Context: an optimization exercise on an open-source flow, tuned for small area, a short achievable clock period and few clock cycles per item. The choices shown serve that exercise and are no tape-out recipe.
Where RTL was checked, it was by simulation tests only, not by an equivalence proof against the original.
No activity file was given, so power comes from the tool's default toggle rates.

==> module top_fsm, before the edit <==
module top_fsm(
        input clk,
        input rst_n,
        input        ram_in_we,
        input [4 :0] ram_in_addr_wr,
        input [7 :0] ram_in_data_wr,
        input [3 :0] ram_out_addr_rd,
        output [15:0] ram_out_data_rd,
        input opmode_in,
        output reg done_out
);
    reg [7:0]  ram_in  [0:31];
    reg [15:0] ram_out [0:15];
    reg        busy;
    always @(posedge clk) begin
        if (ram_in_we)
            ram_in[ram_in_addr_wr] <= ram_in_data_wr;
    end
    integer k;
    always @(posedge clk) begin
        if (opmode_in)
            for (k = 0; k < 16; k = k + 1)
                ram_out[k] <= {ram_in[2*k], ram_in[2*k+1]};
    end
    wire [3:0] rd_lo, rd_hi;
    rd_pre u_rd_lo (.a(ram_out_addr_rd[1:0]), .p(rd_lo));
    rd_pre u_rd_hi (.a(ram_out_addr_rd[3:2]), .p(rd_hi));
    wire [15:0] rd_sel_c [0:3];
    genvar c, w;
    generate
        for (c = 0; c < 4; c = c + 1) begin : rd_copy
            for (w = 0; w < 16; w = w + 1) begin : line
                rd_and2 u_and (.a(rd_lo[w%4]), .b(rd_hi[w/4]), .y(rd_sel_c[c][w]));
            end
        end
    endgenerate
    genvar b, g;
    generate
        for (b = 0; b < 16; b = b + 1) begin : rd_bit
            wire [1:0] half;
            for (g = 0; g < 2; g = g + 1) begin : oct
                rd_octn u_oct (.s(rd_sel_c[((b%8)/4)*2 + (b%2)][8*g+7:8*g]),
                               .d({ram_out[8*g+7][b], ram_out[8*g+6][b], ram_out[8*g+5][b], ram_out[8*g+4][b],
                                   ram_out[8*g+3][b], ram_out[8*g+2][b], ram_out[8*g+1][b], ram_out[8*g][b]}),
                               .y(half[g]));
            end
            rd_nand2 u_or (.a(half[0]), .b(half[1]), .y(ram_out_data_rd[b]));
        end
    endgenerate
    always @(posedge clk or negedge rst_n) begin
        if (!rst_n)
            busy <= 1'b0;
        else
            busy <= opmode_in;
    end
    always @(posedge clk or negedge rst_n) begin
        if (!rst_n)
            done_out <= 1'b0;
        else if (opmode_in)
            done_out <= 1'b0;
        else if (busy)
            done_out <= 1'b1;
    end
endmodule
==> flow/config.mk <==
export PLATFORM = sky130hd
export DESIGN_NAME = top_fsm
export DESIGN_NICKNAME = top_fsm
export VERILOG_FILES = /design/flow/design.v
export SDC_FILE = /design/flow/constraint.sdc
export NUM_CORES = 4
export LEC_CHECK = 0
export CAP_MARGIN = 20
export CORE_MARGIN = 2
export CORE_UTILIZATION = 65
export CTS_CLUSTER_DIAMETER = 100
export CTS_CLUSTER_SIZE = 30
export SETUP_SLACK_MARGIN = 1.8
export SLEW_MARGIN = 20
export SYNTH_HIERARCHICAL = 1
export SYNTH_MINIMUM_KEEP_SIZE = 0
==> flow/constraint.sdc <==
create_clock -name core_clock -period 4.5 [get_ports {clk}]
set_input_delay 0.9000 -clock core_clock [delete_from_list [all_inputs] [get_ports {clk}]]
set_output_delay 0.9000 -clock core_clock [all_outputs]
set_load 0.01 [all_outputs]
standard.sh (not shown) runs the stock make flow with config.mk's settings and CLKGATE_MAP_FILE= SYNTH_SCRIPT=/design/flow/synth_recipe.tcl, a recipe that flattens the netlist after the stock synthesis.
==> flow/flow/run.sh <==
#!/bin/bash
# Standard layout (the standard.sh: standard synthesis, floorplan, power grid,
# placement, CTS, routing) with:
#  - the buffer flip-flops pre-placed in one block per output bit (place_flops.tcl,
#    released again after detailed placement by place_unfix.tcl),
#  - smaller port buffers, clkbuf_8 clock-tree leaf buffers and no dummy clock loads.
set -euo pipefail
HERE="$(cd "$(dirname "$0")" && pwd)"
export BUFFER_PORTS_ARGS="-buffer_cell sky130_fd_sc_hd__buf_1"
export CTS_ARGS="-sink_clustering_enable -repair_clock_nets -sink_clustering_size 20 -sink_clustering_max_diameter 60 -buf_list {sky130_fd_sc_hd__clkbuf_8 sky130_fd_sc_hd__clkbuf_16} -sink_clustering_buffer sky130_fd_sc_hd__clkbuf_8 -dont_use_dummy_load"
export PRE_GLOBAL_PLACE_SKIP_IO_TCL="$HERE/place_flops.tcl"
export POST_DETAIL_PLACE_TCL="$HERE/place_unfix.tcl"
bash standard.sh > standard_flow.log 2>&1
Other scripts of this flow, unchanged in this note and not shown: flow/flow/place_flops.tcl, flow/flow/place_unfix.tcl
The first run finished clean.
==> next run, changes <==
--- a/flow/design.v
+++ b/flow/design.v
@@ -26,8 +26,8 @@
     rd_pre u_rd_lo (.a(ram_out_addr_rd[1:0]), .p(rd_lo));
     rd_pre u_rd_hi (.a(ram_out_addr_rd[3:2]), .p(rd_hi));
-    wire [15:0] rd_sel_c [0:3];
+    wire [15:0] rd_sel_c [0:1];
     genvar c, w;
     generate
-        for (c = 0; c < 4; c = c + 1) begin : rd_copy
+        for (c = 0; c < 2; c = c + 1) begin : rd_copy
             for (w = 0; w < 16; w = w + 1) begin : line
                 rd_and2 u_and (.a(rd_lo[w%4]), .b(rd_hi[w/4]), .y(rd_sel_c[c][w]));
@@ -40,5 +40,5 @@
             wire [1:0] half;
             for (g = 0; g < 2; g = g + 1) begin : oct
-                rd_octn u_oct (.s(rd_sel_c[((b%8)/4)*2 + (b%2)][8*g+7:8*g]),
+                rd_octn u_oct (.s(rd_sel_c[(b%8)/4][8*g+7:8*g]),
                                .d({ram_out[8*g+7][b], ram_out[8*g+6][b], ram_out[8*g+5][b], ram_out[8*g+4][b],
                                    ram_out[8*g+3][b], ram_out[8*g+2][b], ram_out[8*g+1][b], ram_out[8*g][b]}),
Critical path depth falls by 1.
Final cell count came out lower by a few percent.
Global-route usage is lower by 0.36 points.
Synthesized cell count is lower by a few percent.
Maximum frequency is lower slightly.
Hold slack is worse by 0.0061 ns.
Power went down slightly.
Design area went down by a few percent.
Utilization is lower by 1.6 points.
Die area decreases slightly.
Testbench counts after the change, summed over its fixed seeds: cycles 384, transfers 192.
No functional check of the RTL was part of the first run of this note.

* * *

The RTL this note starts from:
==> flow/design.v <==
module top_fsm(
        input clk,
        input rst_n,
        input        ram_in_we,
        input [4 :0] ram_in_addr_wr,
        input [7 :0] ram_in_data_wr,
        input [3 :0] ram_out_addr_rd,
        output [15:0] ram_out_data_rd,
        input opmode_in,
        output reg done_out
);
    reg [7:0]  ram_in  [0:31];
    reg [15:0] ram_out [0:15];
    reg        busy;
    always @(posedge clk) begin
        if (ram_in_we)
            ram_in[ram_in_addr_wr] <= ram_in_data_wr;
    end
    integer k;
    always @(posedge clk) begin
        if (opmode_in)
            for (k = 0; k < 16; k = k + 1)
                ram_out[k] <= {ram_in[2*k], ram_in[2*k+1]};
    end
    wire [3:0] rd_lo, rd_hi;
    rd_pre u_rd_lo (.a(ram_out_addr_rd[1:0]), .p(rd_lo));
    rd_pre u_rd_hi (.a(ram_out_addr_rd[3:2]), .p(rd_hi));
    wire [15:0] rd_sel_c [0:1];
    genvar c, w;
    generate
        for (c = 0; c < 2; c = c + 1) begin : rd_copy
            for (w = 0; w < 16; w = w + 1) begin : line
                rd_and2 u_and (.a(rd_lo[w%4]), .b(rd_hi[w/4]), .y(rd_sel_c[c][w]));
            end
        end
    endgenerate
    genvar b, g;
    generate
        for (b = 0; b < 16; b = b + 1) begin : rd_bit
            wire [1:0] half;
            for (g = 0; g < 2; g = g + 1) begin : oct
                rd_oct u_oct (.s(rd_sel_c[b/8][8*g+7:8*g]),
                              .d({ram_out[8*g+7][b], ram_out[8*g+6][b], ram_out[8*g+5][b], ram_out[8*g+4][b],
                                  ram_out[8*g+3][b], ram_out[8*g+2][b], ram_out[8*g+1][b], ram_out[8*g][b]}),
                              .y(half[g]));
            end
            wire out_n;
            rd_nor2  u_or (.a(half[0]), .b(half[1]), .y(out_n));
            rd_inv   u_iv (.a(out_n), .y(ram_out_data_rd[b]));
        end
    endgenerate
    always @(posedge clk or negedge rst_n) begin
        if (!rst_n)
            busy <= 1'b0;
        else
            busy <= opmode_in;
    end
    always @(posedge clk or negedge rst_n) begin
        if (!rst_n)
            done_out <= 1'b0;
        else if (opmode_in)
            done_out <= 1'b0;
        else if (busy)
            done_out <= 1'b1;
    end
endmodule
module rd_pre(input [1:0] a, output [3:0] p);
    assign p = 4'b1 << a;
endmodule
module rd_and2(input a, input b, output y);
    assign y = a & b;
endmodule
module rd_ao22n(input a, input b, input c, input d, output y);
    assign y = ~((a & b) | (c & d));
endmodule
module rd_nand4(input a, input b, input c, input d, output y);
    assign y = ~(a & b & c & d);
endmodule
module rd_nor2(input a, input b, output y);
    assign y = ~(a | b);
endmodule
module rd_inv(input a, output y);
    assign y = ~a;
endmodule
module rd_oct(input [7:0] s, input [7:0] d, output y);
    assign y = |(s & d);
endmodule
clock: 4.5 ns
lec_check: 0
cap_margin: 20
core_margin: 2
core_utilization: 65
cts_cluster_diameter: 100
cts_cluster_size: 30
setup_slack_margin: 2.2
slew_margin: 20
synth_hierarchical: 1
synth_minimum_keep_size: 0
run.sh (not shown) runs the stock make flow with config.mk's settings and CLKGATE_MAP_FILE= SYNTH_SCRIPT=/design/flow/synth_recipe.tcl, a recipe that flattens the netlist after the stock synthesis.
Stock flow here: none of the scripts above is used.
Then changed:
--- a/flow/design.v
+++ b/flow/design.v
@@ -23,16 +23,6 @@
                 ram_out[k] <= {ram_in[2*k], ram_in[2*k+1]};
     end
-    wire [3:0] rd_lo, rd_hi;
-    rd_pre u_rd_lo (.a(ram_out_addr_rd[1:0]), .p(rd_lo));
-    rd_pre u_rd_hi (.a(ram_out_addr_rd[3:2]), .p(rd_hi));
-    wire [15:0] rd_sel_c [0:1];
-    genvar c, w;
-    generate
-        for (c = 0; c < 2; c = c + 1) begin : rd_copy
-            for (w = 0; w < 16; w = w + 1) begin : line
-                rd_and2 u_and (.a(rd_lo[w%4]), .b(rd_hi[w/4]), .y(rd_sel_c[c][w]));
-            end
-        end
-    endgenerate
+    wire [15:0] rd_sel;
+    rd_decode u_rd_dec (.a(ram_out_addr_rd), .s(rd_sel));
     genvar b, g;
     generate
@@ -40,5 +30,5 @@
             wire [1:0] half;
             for (g = 0; g < 2; g = g + 1) begin : oct
-                rd_oct u_oct (.s(rd_sel_c[b/8][8*g+7:8*g]),
+                rd_oct u_oct (.s(rd_sel[8*g+7:8*g]),
                               .d({ram_out[8*g+7][b], ram_out[8*g+6][b], ram_out[8*g+5][b], ram_out[8*g+4][b],
                                   ram_out[8*g+3][b], ram_out[8*g+2][b], ram_out[8*g+1][b], ram_out[8*g][b]}),
@@ -65,9 +55,6 @@
     end
 endmodule
-module rd_pre(input [1:0] a, output [3:0] p);
-    assign p = 4'b1 << a;
-endmodule
-module rd_and2(input a, input b, output y);
-    assign y = a & b;
+module rd_decode(input [3:0] a, output [15:0] s);
+    assign s = 16'b1 << a;
 endmodule
 module rd_ao22n(input a, input b, input c, input d, output y);
The changed run finished with timing, DRC and antenna clean.
Total power is higher by 0.48%.
Setup slack loses 0.072 ns.
Critical path depth is higher by 2.
Routed wire length is higher by 7.0%.
Final cell count is higher by 1.7%.
Sequential cell count is unchanged.
Testbench counts after the change, summed over its fixed seeds: cycles 384, transfers 192.
The RTL of the first run of this note was laid out without a check of its function.

* * *

== the previous run ==
top_fsm, a different RTL version from the one above (not shown whole).
For scale: about 770 cells after synthesis, about 510 flip-flops, about 38 I/O pins, about 17000 µm² of cells after synthesis.
==> module top_fsm, before the edit <==
module top_fsm(
        input clk,
        input rst_n,
        input        ram_in_we,
        input [4 :0] ram_in_addr_wr,
        input [7 :0] ram_in_data_wr,
        input [3 :0] ram_out_addr_rd,
        output [15:0] ram_out_data_rd,
        input opmode_in,
        output reg done_out
);
    reg [7:0]  ram_in  [0:31];
    reg [15:0] ram_out [0:15];
    reg        busy;
    always @(posedge clk) begin
        if (ram_in_we)
            ram_in[ram_in_addr_wr] <= ram_in_data_wr;
    end
    integer k;
    always @(posedge clk) begin
        if (opmode_in)
            for (k = 0; k < 16; k = k + 1)
                ram_out[k] <= {ram_in[2*k], ram_in[2*k+1]};
    end
    wire [3:0] rd_lo, rd_hi;
    rd_pre u_rd_lo (.a(ram_out_addr_rd[1:0]), .p(rd_lo));
    rd_pre u_rd_hi (.a(ram_out_addr_rd[3:2]), .p(rd_hi));
    wire [15:0] rd_sel_c [0:0];
    genvar c, w;
    generate
        for (c = 0; c < 1; c = c + 1) begin : rd_copy
            for (w = 0; w < 16; w = w + 1) begin : line
                rd_and2 u_and (.a(rd_lo[w%4]), .b(rd_hi[w/4]), .y(rd_sel_c[c][w]));
            end
        end
    endgenerate
    genvar b, g;
    generate
        for (b = 0; b < 16; b = b + 1) begin : rd_bit
            wire [1:0] half;
            for (g = 0; g < 2; g = g + 1) begin : oct
                rd_octn u_oct (.s(rd_sel_c[0][8*g+7:8*g]),
                               .d({ram_out[8*g+7][b], ram_out[8*g+6][b], ram_out[8*g+5][b], ram_out[8*g+4][b],
                                   ram_out[8*g+3][b], ram_out[8*g+2][b], ram_out[8*g+1][b], ram_out[8*g][b]}),
                               .y(half[g]));
            end
            rd_nand2 u_or (.a(half[0]), .b(half[1]), .y(ram_out_data_rd[b]));
        end
    endgenerate
    always @(posedge clk or negedge rst_n) begin
        if (!rst_n)
            busy <= 1'b0;
        else
            busy <= opmode_in;
    end
    always @(posedge clk or negedge rst_n) begin
        if (!rst_n)
            done_out <= 1'b0;
        else if (opmode_in)
            done_out <= 1'b0;
        else if (busy)
            done_out <= 1'b1;
    end
endmodule
==> module rd_pre, before the edit <==
module rd_pre(input [1:0] a, output [3:0] p);
    assign p = 4'b1 << a;
endmodule
==> module rd_and2, before the edit <==
module rd_and2(input a, input b, output y);
    assign y = a & b;
endmodule
==> flow/config.mk <==
export PLATFORM = sky130hd
export DESIGN_NAME = top_fsm
export DESIGN_NICKNAME = top_fsm
export VERILOG_FILES = /design/flow/design.v
export SDC_FILE = /design/flow/constraint.sdc
export NUM_CORES = 4
export LEC_CHECK = 0
export CAP_MARGIN = 20
export CORE_MARGIN = 2
export CORE_UTILIZATION = 65
export SETUP_SLACK_MARGIN = 1.6
export SLEW_MARGIN = 20
export SYNTH_HIERARCHICAL = 1
export SYNTH_MINIMUM_KEEP_SIZE = 0
==> flow/constraint.sdc <==
create_clock -name core_clock -period 4.5 [get_ports {clk}]
set_input_delay 0.9000 -clock core_clock [delete_from_list [all_inputs] [get_ports {clk}]]
set_output_delay 0.9000 -clock core_clock [all_outputs]
set_load 0.01 [all_outputs]
standard.sh (not shown) runs the stock make flow with config.mk's settings and CLKGATE_MAP_FILE= SYNTH_SCRIPT=/design/flow/synth_recipe.tcl, a recipe that flattens the netlist after the stock synthesis.
Scripts as last shown in full above: flow/flow/run.sh
Other scripts of this flow, unchanged in this note and not shown: flow/flow/place_flops.tcl, flow/flow/place_unfix.tcl
## Diff of input files: the current run against the previous run
--- a/flow/design.v
+++ b/flow/design.v
@@ -19,30 +19,41 @@
     integer k;
     always @(posedge clk) begin
         if (opmode_in)
             for (k = 0; k < 16; k = k + 1)
                 ram_out[k] <= {ram_in[2*k], ram_in[2*k+1]};
     end
-    wire [3:0] rd_lo, rd_hi;
-    rd_pre u_rd_lo (.a(ram_out_addr_rd[1:0]), .p(rd_lo));
-    rd_pre u_rd_hi (.a(ram_out_addr_rd[3:2]), .p(rd_hi));
-    wire [15:0] rd_sel_c [0:0];
+    wire [3:0] rd_a_n;
+    wire [3:0] rd_lo_n, rd_hi_n;
+    genvar a, p;
+    generate
+        for (a = 0; a < 4; a = a + 1) begin : rd_ainv
+            rd_inv u_inv (.a(ram_out_addr_rd[a]), .y(rd_a_n[a]));
+        end
+        for (p = 0; p < 4; p = p + 1) begin : rd_pre
+            rd_nand2 u_lo (.a(p[1] ? ram_out_addr_rd[1] : rd_a_n[1]),
+                           .b(p[0] ? ram_out_addr_rd[0] : rd_a_n[0]), .y(rd_lo_n[p]));
+            rd_nand2 u_hi (.a(p[1] ? ram_out_addr_rd[3] : rd_a_n[3]),
+                           .b(p[0] ? ram_out_addr_rd[2] : rd_a_n[2]), .y(rd_hi_n[p]));
+        end
+    endgenerate
+    wire [15:0] rd_sel_c [0:1];
     genvar c, w;
     generate
-        for (c = 0; c < 1; c = c + 1) begin : rd_copy
+        for (c = 0; c < 2; c = c + 1) begin : rd_copy
             for (w = 0; w < 16; w = w + 1) begin : line
-                rd_and2 u_and (.a(rd_lo[w%4]), .b(rd_hi[w/4]), .y(rd_sel_c[c][w]));
+                rd_nor2 u_sel (.a(rd_lo_n[w%4]), .b(rd_hi_n[w/4]), .y(rd_sel_c[c][w]));
             end
         end
     endgenerate
     genvar b, g;
     generate
         for (b = 0; b < 16; b = b + 1) begin : rd_bit
             wire [1:0] half;
             for (g = 0; g < 2; g = g + 1) begin : oct
-                rd_octn u_oct (.s(rd_sel_c[0][8*g+7:8*g]),
+                rd_octn u_oct (.s(rd_sel_c[(b%8)/4][8*g+7:8*g]),
                                .d({ram_out[8*g+7][b], ram_out[8*g+6][b], ram_out[8*g+5][b], ram_out[8*g+4][b],
                                    ram_out[8*g+3][b], ram_out[8*g+2][b], ram_out[8*g+1][b], ram_out[8*g][b]}),
                                .y(half[g]));
             end
             rd_nand2 u_or (.a(half[0]), .b(half[1]), .y(ram_out_data_rd[b]));
         end
@@ -59,17 +70,17 @@
         else if (opmode_in)
             done_out <= 1'b0;
         else if (busy)
             done_out <= 1'b1;
     end
 endmodule
-module rd_pre(input [1:0] a, output [3:0] p);
-    assign p = 4'b1 << a;
+module rd_inv(input a, output y);
+    assign y = ~a;
 endmodule
-module rd_and2(input a, input b, output y);
-    assign y = a & b;
+module rd_nor2(input a, input b, output y);
+    assign y = ~(a | b);
 endmodule
 module rd_octn(input [7:0] s, input [7:0] d, output y);
     assign y = ~|(s & d);
 endmodule
 module rd_nand2(input a, input b, output y);
     assign y = ~(a & b);
==> comparison <==
- The current run ended up with buf_12 as its cell with the largest stage delay on the worst path; the previous run ended up with and2b_2.
- The current run vs. the previous run: final area went up by about 1.8%.
- The current run ends up with a setup slack that is 0.13 ns higher than in the previous run.
- Lower total via count after detailed routing was reported by the previous run, not the current run.
- Looking at arrival time of data at the critical path endpoint, the current run sits 0.13 ns lower than the previous run does.
- Of the current run and the previous run, the higher achievable clock frequency belongs to the current run.
- The current run: portion of total power attributed to the clock network 0.3 points below the previous run
No functional check of the RTL was part of any run of this note.

==> static timing again, ports no longer ideal <==
No port has a modelled driver above. Below, the same layouts with a new extraction and two added sets of constraints.
Step 1 assumes that a clkbuf_16 drives the clock port and a buf_2 every other input.
Step 2 adds t to the input delays and takes it off the output delays; t is the mean of the earliest and latest rising clock arrival at the registers after step 1. Input paths then give back, and output paths get back, about the clock's delay inside the block.
a / b / c = no drivers / after step 1 / after step 2; a / b = the first two.
run | t, ns | slack for setup (ns) | pins driven straight from the clock port
the first run of note 1 | 0.570 | 1.439 / 1.363 / 1.242 | 1
the second run of note 1 | 0.574 | 1.426 / 1.370 / 1.320 | 1
the first run of note 2 | 0.580 | 1.298 / 1.258 / 1.258 | 1
the second run of note 2 | 0.575 | 1.226 / 1.135 / 1.135 | 1
the previous run | 0.579 | 1.337 / 1.283 / 1.283 | 1
the current run | 0.585 | 1.467 / 1.419 / 1.391 | 1
After both steps setup and hold are still met in every run listed. The setup slack of the first run of note 1, which loses most, moves by -0.076 ns with the drivers and by -0.197 ns with both steps.
